What follows belongs to an exercise in optimizing a design on an open flow for small area; a production flow would make more cautious choices.
The RTL was checked by simulation tests, not by an equivalence proof against the original design.
Power and IR drop assume default switching activity. The flow treats the clock pin as an ideal source, which a real chip does not have.

==> 03-03 <==
==> flow/design.v <==
module averager
    #(parameter int
        power = 8,  
        N = 12)     
    (
        input logic clk,
        reset,
        EN,
        input logic [N-1:0] Din,    
        output logic [N-1:0] Q      
    );
    logic load, hold;
    assign load = EN & ~reset;
    assign hold = ~(EN | reset);
    logic [N-1:0] oldest;
    sample_window #(.DEPTH(2**power), .N(N)) WINDOW (
        .clk(clk), .load(load), .hold(hold), .din(Din), .oldest(oldest));
    logic [power+N-1:0] sum;
    assign Q = sum[power+N-1:power];
    localparam int SW = power + N;
    localparam int B0 = SW / 3, B1 = SW / 3, B2 = SW - B0 - B1;
    logic [SW-1:0] opx, opy, cs_s, cs_c, ra, rb, sum_next;
    assign opx = SW'(Din);
    assign opy = {{power{1'b1}}, ~oldest};
    for (genvar i = 0; i < SW; i++) begin : g_csa
        assign {cs_c[i], cs_s[i]} = sum[i] + opx[i] + opy[i];
    end
    assign ra = cs_s;
    assign rb = {cs_c[SW-2:0], 1'b1};
    logic [B0:0] k0;
    logic [B1:0] k1a, k1b;
    logic [B2:0] k2a, k2b;
    logic [B1-1:0] q1a, q1b;
    logic [B2-1:0] q2a, q2b;
    logic c1;
    assign k0[0]  = 1'b0;
    assign k1a[0] = 1'b0;
    assign k1b[0] = 1'b1;
    assign k2a[0] = 1'b0;
    assign k2b[0] = 1'b1;
    for (genvar i = 0; i < B0; i++) begin : g_rc0
        assign {k0[i+1], sum_next[i]} = ra[i] + rb[i] + k0[i];
    end
    for (genvar i = 0; i < B1; i++) begin : g_rc1
        assign {k1a[i+1], q1a[i]} = ra[B0+i] + rb[B0+i] + k1a[i];
        assign {k1b[i+1], q1b[i]} = ra[B0+i] + rb[B0+i] + k1b[i];
    end
    for (genvar i = 0; i < B2; i++) begin : g_rc2
        assign {k2a[i+1], q2a[i]} = ra[B0+B1+i] + rb[B0+B1+i] + k2a[i];
        assign {k2b[i+1], q2b[i]} = ra[B0+B1+i] + rb[B0+B1+i] + k2b[i];
    end
    assign sum_next[B0 +: B1] = k0[B0] ? q1b : q1a;
    assign c1 = k0[B0] ? k1b[B1] : k1a[B1];
    assign sum_next[B0+B1 +: B2] = c1 ? q2b : q2a;
    hold_reg #(.W(SW)) SUM (
        .clk(clk), .load(load), .hold(hold), .d(sum_next), .q(sum));
endmodule
module sample_window
    #(parameter int DEPTH = 256, N = 16)
    (
        input  logic clk,
        input  logic load,
        input  logic hold,
        input  logic [N-1:0] din,
        output logic [N-1:0] oldest
    );
    logic [N-1:0] REG_ARRAY [DEPTH:1];
    assign oldest = REG_ARRAY[DEPTH];
    always_ff @(posedge clk) begin
        for (int j = DEPTH; j > 1; j--) begin
            REG_ARRAY[j] <= ({N{load}} & REG_ARRAY[j-1]) | ({N{hold}} & REG_ARRAY[j]);
        end
        REG_ARRAY[1] <= ({N{load}} & din) | ({N{hold}} & REG_ARRAY[1]);
    end
endmodule
module hold_reg
    #(parameter int W = 16)
    (
        input  logic clk,
        input  logic load,
        input  logic hold,
        input  logic [W-1:0] d,
        output logic [W-1:0] q
    );
    always_ff @(posedge clk) begin
        q <= ({W{load}} & d) | ({W{hold}} & q);
    end
endmodule
module adc_processing #(
    parameter int SCALING_FACTOR = 310866,
    parameter int SHIFT_FACTOR   = 19,
    parameter int NEGATIVE_FACTOR = 12
) (
    input  logic        clk,
    input  logic        reset,
    input  logic        ready,
    input  logic [15:0] data,
    output logic [15:0] ave_data,
    output logic [15:0] scaled_adc_data
);
    logic [15:0] ave1, ave2, scaled;
    averager #(
        .power(8),  
        .N(16)      
    ) AVERAGER (
        .reset(reset),
        .clk(clk),
        .EN(ready),
        .Din(data),
        .Q(ave_data)
    );
    scale_mul SCALE (.a(ave2), .y(scaled));
    logic load, hold;
    assign load = ready & ~reset;
    assign hold = ~(ready | reset);
    hold_reg #(.W(16)) STAGE1 (.clk(clk), .load(load), .hold(hold), .d(ave_data), .q(ave1));
    hold_reg #(.W(16)) STAGE2 (.clk(clk), .load(load), .hold(hold), .d(ave1),     .q(ave2));
    hold_reg #(.W(16)) OUTPUT (.clk(clk), .load(load), .hold(hold), .d(scaled),   .q(scaled_adc_data));
endmodule
module scale_mul (
    input  logic [15:0] a,
    output logic [15:0] y
);
    logic [15:0] an;
    assign an = ~a;
    logic t1;
    logic t2;
    logic t3;
    logic t4;
    logic t5;
    logic t6;
    logic t7;
    logic t8;
    logic t9;
    logic t10;
    logic t11;
    logic t12;
    logic t13;
    logic t14;
    logic t15;
    logic t16;
    logic t17;
    logic t18;
    logic t19;
    logic t20;
    logic t21;
    logic t22;
    logic t23;
    logic t24;
    logic t25;
    logic t26;
    logic t27;
    logic t28;
    logic t29;
    logic t30;
    logic t31;
    logic t32;
    logic t33;
    logic t34;
    logic t35;
    logic t36;
    logic t37;
    logic t38;
    logic t39;
    logic t40;
    logic t41;
    logic t42;
    logic t43;
    logic t44;
    logic t45;
    logic t46;
    logic t47;
    logic t48;
    logic t49;
    logic t50;
    logic t51;
    logic t52;
    logic t53;
    logic t54;
    logic t55;
    logic t56;
    logic t57;
    logic t58;
    logic t59;
    logic t60;
    logic t61;
    logic t62;
    logic t63;
    logic t64;
    logic t65;
    logic t66;
    logic t67;
    logic t68;
    logic t69;
    logic t70;
    logic t71;
    logic t72;
    logic t73;
    logic t74;
    logic t75;
    logic t76;
    logic t77;
    logic t78;
    logic t79;
    logic t80;
    logic t81;
    logic t82;
    logic t83;
    logic t84;
    logic t85;
    logic t86;
    logic t87;
    logic t88;
    logic t89;
    logic t90;
    logic t91;
    logic t92;
    logic t93;
    logic t94;
    logic t95;
    logic t96;
    logic t97;
    logic t98;
    logic t99;
    logic t100;
    logic t101;
    logic t102;
    logic t103;
    logic t104;
    logic t105;
    logic t106;
    logic t107;
    logic t108;
    logic t109;
    logic t110;
    logic t111;
    logic t112;
    logic t113;
    logic t114;
    logic t115;
    logic t116;
    logic t117;
    logic t118;
    logic t119;
    logic t120;
    logic t121;
    logic t122;
    logic t123;
    logic t124;
    logic t125;
    logic t126;
    logic t127;
    logic t128;
    logic t129;
    logic t130;
    logic t131;
    logic t132;
    logic t133;
    logic t134;
    logic t135;
    logic t136;
    logic t137;
    logic t138;
    logic t139;
    logic t140;
    logic t141;
    logic t142;
    logic t143;
    logic t144;
    logic t145;
    logic t146;
    assign {t2, t1} = a[8] + a[5];
    assign {t4, t3} = a[9] + a[6];
    assign {t6, t5} = a[10] + a[7];
    assign {t8, t7} = a[11] + a[8];
    assign {t10, t9} = a[12] + a[9];
    assign {t12, t11} = a[13] + a[10] + a[8];
    assign {t14, t13} = an[5] + an[0];
    assign {t16, t15} = a[14] + a[11] + a[9];
    assign {t18, t17} = an[6] + an[1];
    assign {t20, t19} = a[15] + a[12] + a[10];
    assign {t22, t21} = an[7] + an[2] + a[0];
    assign {t24, t23} = a[13] + a[11] + an[8];
    assign {t26, t25} = an[3] + a[1];
    assign {t28, t27} = a[14] + a[12] + an[9];
    assign {t30, t29} = an[4] + a[2] + a[0];
    assign {t32, t31} = a[15] + a[13] + an[10];
    assign {t34, t33} = an[5] + a[3] + a[1];
    assign {t36, t35} = a[14] + an[11] + an[6];
    assign {t38, t37} = a[4] + a[2];
    assign {t40, t39} = a[15] + an[12] + an[7];
    assign {t42, t41} = a[5] + a[3] + 1'b1;
    assign {t44, t43} = an[13] + an[8] + a[6];
    assign {t46, t45} = an[14] + an[9] + a[7];
    assign {t48, t47} = an[15] + an[10] + a[8];
    assign {t50, t49} = a[3] + an[0];
    assign {t52, t51} = a[4] + an[1] + t3;
    assign {t54, t53} = a[5] + an[2] + t5;
    assign {t56, t55} = a[6] + an[3] + t7;
    assign {t58, t57} = a[7] + an[4] + t9;
    assign {t60, t59} = 1'b1 + t11 + t13;
    assign {t62, t61} = t15 + t17 + t12;
    assign {t64, t63} = t19 + t21 + t16;
    assign {t66, t65} = t23 + t25 + t20;
    assign {t68, t67} = t27 + t29 + t24;
    assign {t70, t69} = t31 + t33 + t28;
    assign {t72, t71} = t35 + t37 + t32;
    assign {t74, t73} = t39 + t41 + t36;
    assign {t76, t75} = a[4] + t43 + t40;
    assign {t78, t77} = a[5] + 1'b1 + t45;
    assign {t80, t79} = a[6] + 1'b1 + t47;
    assign {t82, t81} = an[11] + a[9] + a[7];
    assign {t84, t83} = an[12] + a[10] + a[8];
    assign {t86, t85} = an[13] + a[11] + a[9];
    assign {t88, t87} = an[14] + a[12] + a[10];
    assign {t90, t89} = an[15] + a[13] + a[11];
    assign {t92, t91} = a[5] + a[2];
    assign {t94, t93} = a[6] + a[3] + a[1];
    assign {t96, t95} = a[7] + a[4] + a[2];
    assign {t98, t97} = 1'b1 + t1 + t49;
    assign {t100, t99} = t2 + t51 + t50;
    assign {t102, t101} = t4 + t53 + t52;
    assign {t104, t103} = t6 + t55 + t54;
    assign {t106, t105} = t8 + t57 + t56;
    assign {t108, t107} = t10 + t59 + t58;
    assign {t110, t109} = t14 + t61 + t60;
    assign {t112, t111} = t18 + t63 + t62;
    assign {t114, t113} = t22 + t65 + t64;
    assign {t116, t115} = t26 + t67 + t66;
    assign {t118, t117} = t30 + t69 + t68;
    assign {t120, t119} = t34 + t71 + t70;
    assign {t122, t121} = t38 + t73 + t72;
    assign {t124, t123} = t42 + t75 + t74;
    assign {t126, t125} = t44 + t77 + t76;
    assign {t128, t127} = t46 + t79 + t78;
    assign {t130, t129} = t48 + t81 + t80;
    assign {t132, t131} = 1'b1 + t83 + t82;
    assign {t134, t133} = 1'b1 + t85 + t84;
    assign {t136, t135} = 1'b1 + t87 + t86;
    assign {t138, t137} = 1'b1 + t89 + t88;
    assign {t140, t139} = a[14] + a[12] + t90;
    assign {t142, t141} = a[15] + a[13] + 1'b1;
    assign {t144, t143} = a[14] + 1'b1;
    assign {t146, t145} = a[15] + 1'b1;
    logic [35:0] ra, rb, p;
    assign ra = {1'b1, 1'b1, t145, t143, t141, t139, t137, t135, t133, t131, t129, t127, t125, t123, t121, t119, t117, t115, t113, t111, t109, t107, t105, t103, t101, t99, t97, t95, t93, a[0], a[4], a[3], a[2], a[1], a[0], 1'b0};
    assign rb = {1'b0, t146, t144, t142, t140, t138, t136, t134, t132, t130, t128, t126, t124, t122, t120, t118, t116, t114, t112, t110, t108, t106, t104, t102, t100, t98, t96, t94, t92, t91, a[1], a[0], 1'b0, 1'b0, 1'b0, 1'b0};
    assign p = ra + rb;
    assign y = p[34:19];
endmodule
==> flow/flow/run.sh <==
#!/bin/bash
# Standard layout (the standard.sh), except that:
#  - clock tree synthesis inserts no dummy loads and clusters up to 32
#    flip-flops within 80 um per leaf buf_12;
#  - the port buffers are buf_1 cells.
set -euo pipefail
export CTS_ARGS="-sink_clustering_enable -repair_clock_nets -dont_use_dummy_load -buf_list sky130_fd_sc_hd__buf_12 -sink_clustering_size 32 -sink_clustering_max_diameter 80"
export BUFFER_PORTS_ARGS="-buffer_cell sky130_fd_sc_hd__buf_1"
bash standard.sh > standard.log 2>&1
==> flow/standard.sh <==
#!/bin/bash
# synth_recipe.tcl (not shown) runs the flow's synth.tcl, then flattens the netlist and writes it again
# the make line also repeats each setting of config.mk as NAME=value (left out here)
make -C /OpenROAD-flow-scripts/flow DESIGN_CONFIG=/design/flow/config.mk WORK_HOME=/design/flow/orfs CLKGATE_MAP_FILE= SYNTH_SCRIPT=/design/flow/synth_recipe.tcl "${@:-finish}"
==> flow/config.mk <==
export PLATFORM = sky130hd
export DESIGN_NAME = adc_processing
export DESIGN_NICKNAME = adc_processing
export VERILOG_FILES = /design/flow/design.v
export SDC_FILE = /design/flow/constraint.sdc
export NUM_CORES = 4
export LEC_CHECK = 0
export CAP_MARGIN = 5
export CORE_MARGIN = 2
export CORE_UTILIZATION = 70
export PLACE_DENSITY = 0.8
export SLEW_MARGIN = 5
export SYNTH_HIERARCHICAL = 1
==> flow/constraint.sdc <==
create_clock -name core_clock -period 10.0 [get_ports {clk}]
set_input_delay 2.0000 -clock core_clock [delete_from_list [all_inputs] [get_ports {clk}]]
set_output_delay 2.0000 -clock core_clock [all_outputs]
set_load 0.01 [all_outputs]
==> inputs of 03-20, as changes to 03-03 <==
==> flow/design.v, changed modules only <==
module averager
    #(parameter int
        power = 8,  
        N = 12)     
    (
        input logic clk,
        reset,
        EN,
        input logic [N-1:0] Din,    
        output logic [N-1:0] Q      
    );
    logic [power+N-1:0] sum;
    assign Q = sum[power+N-1:power];
    logic [N-1:0] REG_ARRAY [2**power:1];
    logic [N-1:0] din_d;
    logic shift_d, hold_d, clear_d;
    logic [N-1:0] oldest;
    assign oldest = clear_d ? '0 :
                    shift_d ? REG_ARRAY[2**power-1] : REG_ARRAY[2**power];
    localparam int SW = power + N;
    localparam int B0 = SW / 3, B1 = SW / 3, B2 = SW - B0 - B1;
    logic [SW-1:0] opx, opy, cs_s, cs_c, ra, rb, sum_next;
    assign opx = SW'(Din);
    assign opy = {{power{1'b1}}, ~oldest};
    for (genvar i = 0; i < SW; i++) begin : g_csa
        assign {cs_c[i], cs_s[i]} = sum[i] + opx[i] + opy[i];
    end
    assign ra = cs_s;
    assign rb = {cs_c[SW-2:0], 1'b1};
    logic [B0:0] k0;
    logic [B1:0] k1a, k1b;
    logic [B2:0] k2a, k2b;
    logic [B1-1:0] q1a, q1b;
    logic [B2-1:0] q2a, q2b;
    logic c1;
    assign k0[0]  = 1'b0;
    assign k1a[0] = 1'b0;
    assign k1b[0] = 1'b1;
    assign k2a[0] = 1'b0;
    assign k2b[0] = 1'b1;
    for (genvar i = 0; i < B0; i++) begin : g_rc0
        assign {k0[i+1], sum_next[i]} = ra[i] + rb[i] + k0[i];
    end
    for (genvar i = 0; i < B1; i++) begin : g_rc1
        assign {k1a[i+1], q1a[i]} = ra[B0+i] + rb[B0+i] + k1a[i];
        assign {k1b[i+1], q1b[i]} = ra[B0+i] + rb[B0+i] + k1b[i];
    end
    for (genvar i = 0; i < B2; i++) begin : g_rc2
        assign {k2a[i+1], q2a[i]} = ra[B0+B1+i] + rb[B0+B1+i] + k2a[i];
        assign {k2b[i+1], q2b[i]} = ra[B0+B1+i] + rb[B0+B1+i] + k2b[i];
    end
    assign sum_next[B0 +: B1] = k0[B0] ? q1b : q1a;
    assign c1 = k0[B0] ? k1b[B1] : k1a[B1];
    assign sum_next[B0+B1 +: B2] = c1 ? q2b : q2a;
    always_ff @(posedge clk) begin
        if (reset)
            sum <= 0;
        else if (EN)
            sum <= sum_next;
    end
    always_ff @(posedge clk) begin
        din_d   <= Din;
        shift_d <= EN & ~reset;
        hold_d  <= ~(EN | reset);
        clear_d <= reset;
    end
    always_ff @(posedge clk) begin
        for (int j = 2**power; j > 1; j--) begin
            REG_ARRAY[j] <= ({N{shift_d}} & REG_ARRAY[j-1]) | ({N{hold_d}} & REG_ARRAY[j]);
        end
        REG_ARRAY[1] <= ({N{shift_d}} & din_d) | ({N{hold_d}} & REG_ARRAY[1]);
    end
endmodule
module adc_processing #(
    parameter int SCALING_FACTOR = 310866,
    parameter int SHIFT_FACTOR   = 19,
    parameter int NEGATIVE_FACTOR = 12
) (
    input  logic        clk,
    input  logic        reset,
    input  logic        ready,
    input  logic [15:0] data,
    output logic [15:0] ave_data,
    output logic [15:0] scaled_adc_data
);
    localparam int SCALING_FACTOR_WIDTH = $clog2(SCALING_FACTOR) + 1;
    localparam int INTERMEDIATE_WIDTH = 16 + SCALING_FACTOR_WIDTH;
    localparam logic [15:0] STAGE_RESET = 16'(-NEGATIVE_FACTOR);
    logic [15:0] stage1, stage2;
    averager #(
        .power(8),  
        .N(16)      
    ) AVERAGER (
        .reset(reset),
        .clk(clk),
        .EN(ready),
        .Din(data),
        .Q(ave_data)
    );
    logic [15:0] scaled;
    scale_mul SCALE (.a(ave_data), .y(scaled));
    always_ff @(posedge clk) begin
        if (reset) begin
            scaled_adc_data <= 0;
            stage1          <= STAGE_RESET;
            stage2          <= STAGE_RESET;
        end
        else if (ready) begin
            stage1          <= scaled;
            stage2          <= stage1;
            scaled_adc_data <= stage2;
        end
    end
endmodule
// module sample_window removed
// module hold_reg removed
==> flow/flow/run.sh (replaced) <==
#!/bin/bash
# Standard layout (the standard.sh), except that:
#  - clock tree synthesis inserts no dummy loads and clusters up to 35
#    flip-flops within 60 um per leaf clkbuf_16;
#  - the port buffers are buf_1 cells.
set -euo pipefail
export CTS_ARGS="-sink_clustering_enable -repair_clock_nets -dont_use_dummy_load -buf_list sky130_fd_sc_hd__clkbuf_16 -sink_clustering_size 35 -sink_clustering_max_diameter 60"
export BUFFER_PORTS_ARGS="-buffer_cell sky130_fd_sc_hd__buf_1"
bash standard.sh > standard.log 2>&1
--- a/flow/config.mk
+++ b/flow/config.mk
@@ -7,3 +7,3 @@
 export LEC_CHECK = 0
-export CAP_MARGIN = 5
+export CAP_MARGIN = 20
 export CORE_MARGIN = 2
@@ -11,3 +11,2 @@
 export PLACE_DENSITY = 0.8
-export SLEW_MARGIN = 5
-export SYNTH_HIERARCHICAL = 1
+export SLEW_MARGIN = 20
==> inputs of 10-09, as changes to 03-03 <==
--- a/flow/design.v
+++ b/flow/design.v
@@ -347,3 +347,8 @@
     assign rb = {1'b0, t146, t144, t142, t140, t138, t136, t134, t132, t130, t128, t126, t124, t122, t120, t118, t116, t114, t112, t110, t108, t106, t104, t102, t100, t98, t96, t94, t92, t91, a[1], a[0], 1'b0, 1'b0, 1'b0, 1'b0};
-    assign p = ra + rb;
+    logic [19:0] cy;
+    assign cy[0] = 1'b0;
+    for (genvar i = 0; i < 19; i++) begin : g_rc
+        assign {cy[i+1], p[i]} = ra[i] + rb[i] + cy[i];
+    end
+    assign p[35:19] = ra[35:19] + rb[35:19] + 17'(cy[19]);
     assign y = p[34:19];
==> flow/flow/run.sh (replaced) <==
#!/bin/bash
# Standard layout (the standard.sh), except that:
#  - clock tree synthesis inserts no dummy loads and clusters up to 33
#    flip-flops within 80 um per leaf buf_12;
#  - the port buffers are buf_1 cells.
set -euo pipefail
export CTS_ARGS="-sink_clustering_enable -repair_clock_nets -dont_use_dummy_load -buf_list sky130_fd_sc_hd__buf_12 -sink_clustering_size 33 -sink_clustering_max_diameter 80"
export BUFFER_PORTS_ARGS="-buffer_cell sky130_fd_sc_hd__buf_1"
bash standard.sh > standard.log 2>&1
==> inputs of 02-15, as changes to 03-03 <==
==> flow/design.v, changed modules only <==
module averager
    #(parameter int
        power = 8,  
        N = 12)     
    (
        input logic clk,
        reset,
        EN,
        input logic [N-1:0] Din,    
        output logic [N-1:0] Q      
    );
    logic [power+N-1:0] sum;
    assign Q = sum[power+N-1:power];
    logic [N-1:0] REG_ARRAY [2**power:1];
    logic [N-1:0] din_d;
    logic shift_d, hold_d, clear_d;
    logic [N-1:0] oldest;
    assign oldest = clear_d ? '0 :
                    shift_d ? REG_ARRAY[2**power-1] : REG_ARRAY[2**power];
    localparam int SW = power + N;
    localparam int B0 = SW / 3, B1 = SW / 3, B2 = SW - B0 - B1;
    logic [SW-1:0] opx, opy, cs_s, cs_c, ra, rb, sum_next;
    assign opx = SW'(Din);
    assign opy = {{power{1'b1}}, ~oldest};
    for (genvar i = 0; i < SW; i++) begin : g_csa
        assign {cs_c[i], cs_s[i]} = sum[i] + opx[i] + opy[i];
    end
    assign ra = cs_s;
    assign rb = {cs_c[SW-2:0], 1'b1};
    logic [B0:0] k0;
    logic [B1:0] k1a, k1b;
    logic [B2:0] k2a, k2b;
    logic [B1-1:0] q1a, q1b;
    logic [B2-1:0] q2a, q2b;
    logic c1;
    assign k0[0]  = 1'b0;
    assign k1a[0] = 1'b0;
    assign k1b[0] = 1'b1;
    assign k2a[0] = 1'b0;
    assign k2b[0] = 1'b1;
    for (genvar i = 0; i < B0; i++) begin : g_rc0
        assign {k0[i+1], sum_next[i]} = ra[i] + rb[i] + k0[i];
    end
    for (genvar i = 0; i < B1; i++) begin : g_rc1
        assign {k1a[i+1], q1a[i]} = ra[B0+i] + rb[B0+i] + k1a[i];
        assign {k1b[i+1], q1b[i]} = ra[B0+i] + rb[B0+i] + k1b[i];
    end
    for (genvar i = 0; i < B2; i++) begin : g_rc2
        assign {k2a[i+1], q2a[i]} = ra[B0+B1+i] + rb[B0+B1+i] + k2a[i];
        assign {k2b[i+1], q2b[i]} = ra[B0+B1+i] + rb[B0+B1+i] + k2b[i];
    end
    assign sum_next[B0 +: B1] = k0[B0] ? q1b : q1a;
    assign c1 = k0[B0] ? k1b[B1] : k1a[B1];
    assign sum_next[B0+B1 +: B2] = c1 ? q2b : q2a;
    always_ff @(posedge clk) begin
        if (reset)
            sum <= 0;
        else if (EN)
            sum <= sum_next;
    end
    always_ff @(posedge clk) begin
        din_d   <= Din;
        shift_d <= EN & ~reset;
        hold_d  <= ~(EN | reset);
        clear_d <= reset;
    end
    always_ff @(posedge clk) begin
        for (int j = 2**power; j > 1; j--) begin
            REG_ARRAY[j] <= ({N{shift_d}} & REG_ARRAY[j-1]) | ({N{hold_d}} & REG_ARRAY[j]);
        end
        REG_ARRAY[1] <= ({N{shift_d}} & din_d) | ({N{hold_d}} & REG_ARRAY[1]);
    end
endmodule
module adc_processing #(
    parameter int SCALING_FACTOR = 310866,
    parameter int SHIFT_FACTOR   = 19,
    parameter int NEGATIVE_FACTOR = 12
) (
    input  logic        clk,
    input  logic        reset,
    input  logic        ready,
    input  logic [15:0] data,
    output logic [15:0] ave_data,
    output logic [15:0] scaled_adc_data
);
    localparam int SCALING_FACTOR_WIDTH = $clog2(SCALING_FACTOR) + 1;
    localparam int INTERMEDIATE_WIDTH = 16 + SCALING_FACTOR_WIDTH;
    localparam logic [15:0] STAGE_RESET = 16'(-NEGATIVE_FACTOR);
    logic [15:0] stage1, stage2;
    averager #(
        .power(8),  
        .N(16)      
    ) AVERAGER (
        .reset(reset),
        .clk(clk),
        .EN(ready),
        .Din(data),
        .Q(ave_data)
    );
    logic [15:0] scaled;
    scale_mul SCALE (.a(ave_data), .y(scaled));
    always_ff @(posedge clk) begin
        if (reset) begin
            scaled_adc_data <= 0;
            stage1          <= STAGE_RESET;
            stage2          <= STAGE_RESET;
        end
        else if (ready) begin
            stage1          <= scaled;
            stage2          <= stage1;
            scaled_adc_data <= stage2;
        end
    end
endmodule
// module sample_window removed
// module hold_reg removed
==> flow/flow/run.sh (replaced) <==
#!/bin/bash
# Standard layout (the standard.sh), except that:
#  - clock tree synthesis inserts no dummy loads and clusters up to 35
#    flip-flops within 80 um per leaf clkbuf_16;
#  - the port buffers are buf_1 cells.
set -euo pipefail
export CTS_ARGS="-sink_clustering_enable -repair_clock_nets -dont_use_dummy_load -buf_list sky130_fd_sc_hd__clkbuf_16 -sink_clustering_size 35 -sink_clustering_max_diameter 80"
export BUFFER_PORTS_ARGS="-buffer_cell sky130_fd_sc_hd__buf_1"
bash standard.sh > standard.log 2>&1
--- a/flow/config.mk
+++ b/flow/config.mk
@@ -7,7 +7,6 @@
 export LEC_CHECK = 0
-export CAP_MARGIN = 5
+export CAP_MARGIN = 20
 export CORE_MARGIN = 2
-export CORE_UTILIZATION = 70
-export PLACE_DENSITY = 0.8
-export SLEW_MARGIN = 5
-export SYNTH_HIERARCHICAL = 1
+export CORE_UTILIZATION = 60
+export PLACE_DENSITY = 0.7
+export SLEW_MARGIN = 20
==> run notes <==
item                                                                   03-20           10-09           03-03           02-15
Outcome                                                       finished clean  finished clean  finished clean  finished clean
Arrival time of data at the critical path endpoint                   7420 ps         9790 ps         7320 ps         7350 ps
Clk pwr                                                              7.83 mW         6.89 mW         6.98 mW         7.21 mW
Max-slew headroom                                                      0.196           0.156           0.162           0.183
Final WS setup                                                       3330 ps          814 ps         3340 ps         3340 ps
Total global routing track utilization                                 0.208           0.196           0.194           0.172
Routability cong.                                                      0.787           0.787           0.766           0.774
Post-synthesis mux area share                                        0.00525         0.00117         0.00125         0.00525
Number of CTS-inserted buffers                                           177             148             152             146
Global-route wire length before repair                             343000 um       327000 um       331000 um       333000 um
CP peak stage delay                                                   620 ps          470 ps          650 ps          590 ps
Register area                                                     0.0838 mm2      0.0834 mm2      0.0834 mm2      0.0838 mm2
Wire length on met2                                                 92700 um        83000 um        82800 um        85500 um
Number of ordinary and repair buffers in the finished layout             108             110             107             107
Clock tree root driver cell                                        clkbuf_16          buf_12          buf_12       clkbuf_16
Met3 Routed Length                                                   4390 um         4260 um         4400 um         4360 um
Detailed Place HPWL                                                110000 um       103000 um       103000 um       104000 um
Switching power share of the total                                     0.258           0.227           0.229           0.262

==> static timing again, ports no longer ideal <==
The flow's constraints put no driver on any port. The routed layouts listed below were extracted and timed again, unchanged, in two steps. Step 1, drivers: a clkbuf_16 drives clk and a buf_2 each remaining input, both assumed. Step 2 adds t to the input delays and takes it off the output delays; t is the mean of the earliest and latest rising clock arrival at the registers after step 1. Input paths then give back, and output paths get back, about the clock's delay inside the block. Three values: ideal, step 1, step 2; two values: the first two.
run	t (ns)	slack for setup (ns)	slew at the worst register clock pin (ns)
03-03	0.819	3.344 / 3.400 / 2.581	0.12 / 0.12
03-20	0.903	3.330 / 3.389 / 2.485	0.12 / 0.12
10-09	0.829	0.814 / 0.814 / 0.814	0.12 / 0.12
02-15	0.877	3.336 / 3.395 / 2.518	0.12 / 0.12
After both steps every run listed still meets setup and hold. The setup slack of 03-20, which loses most, moves by +0.059 ns with the drivers and by -0.845 ns with both steps.
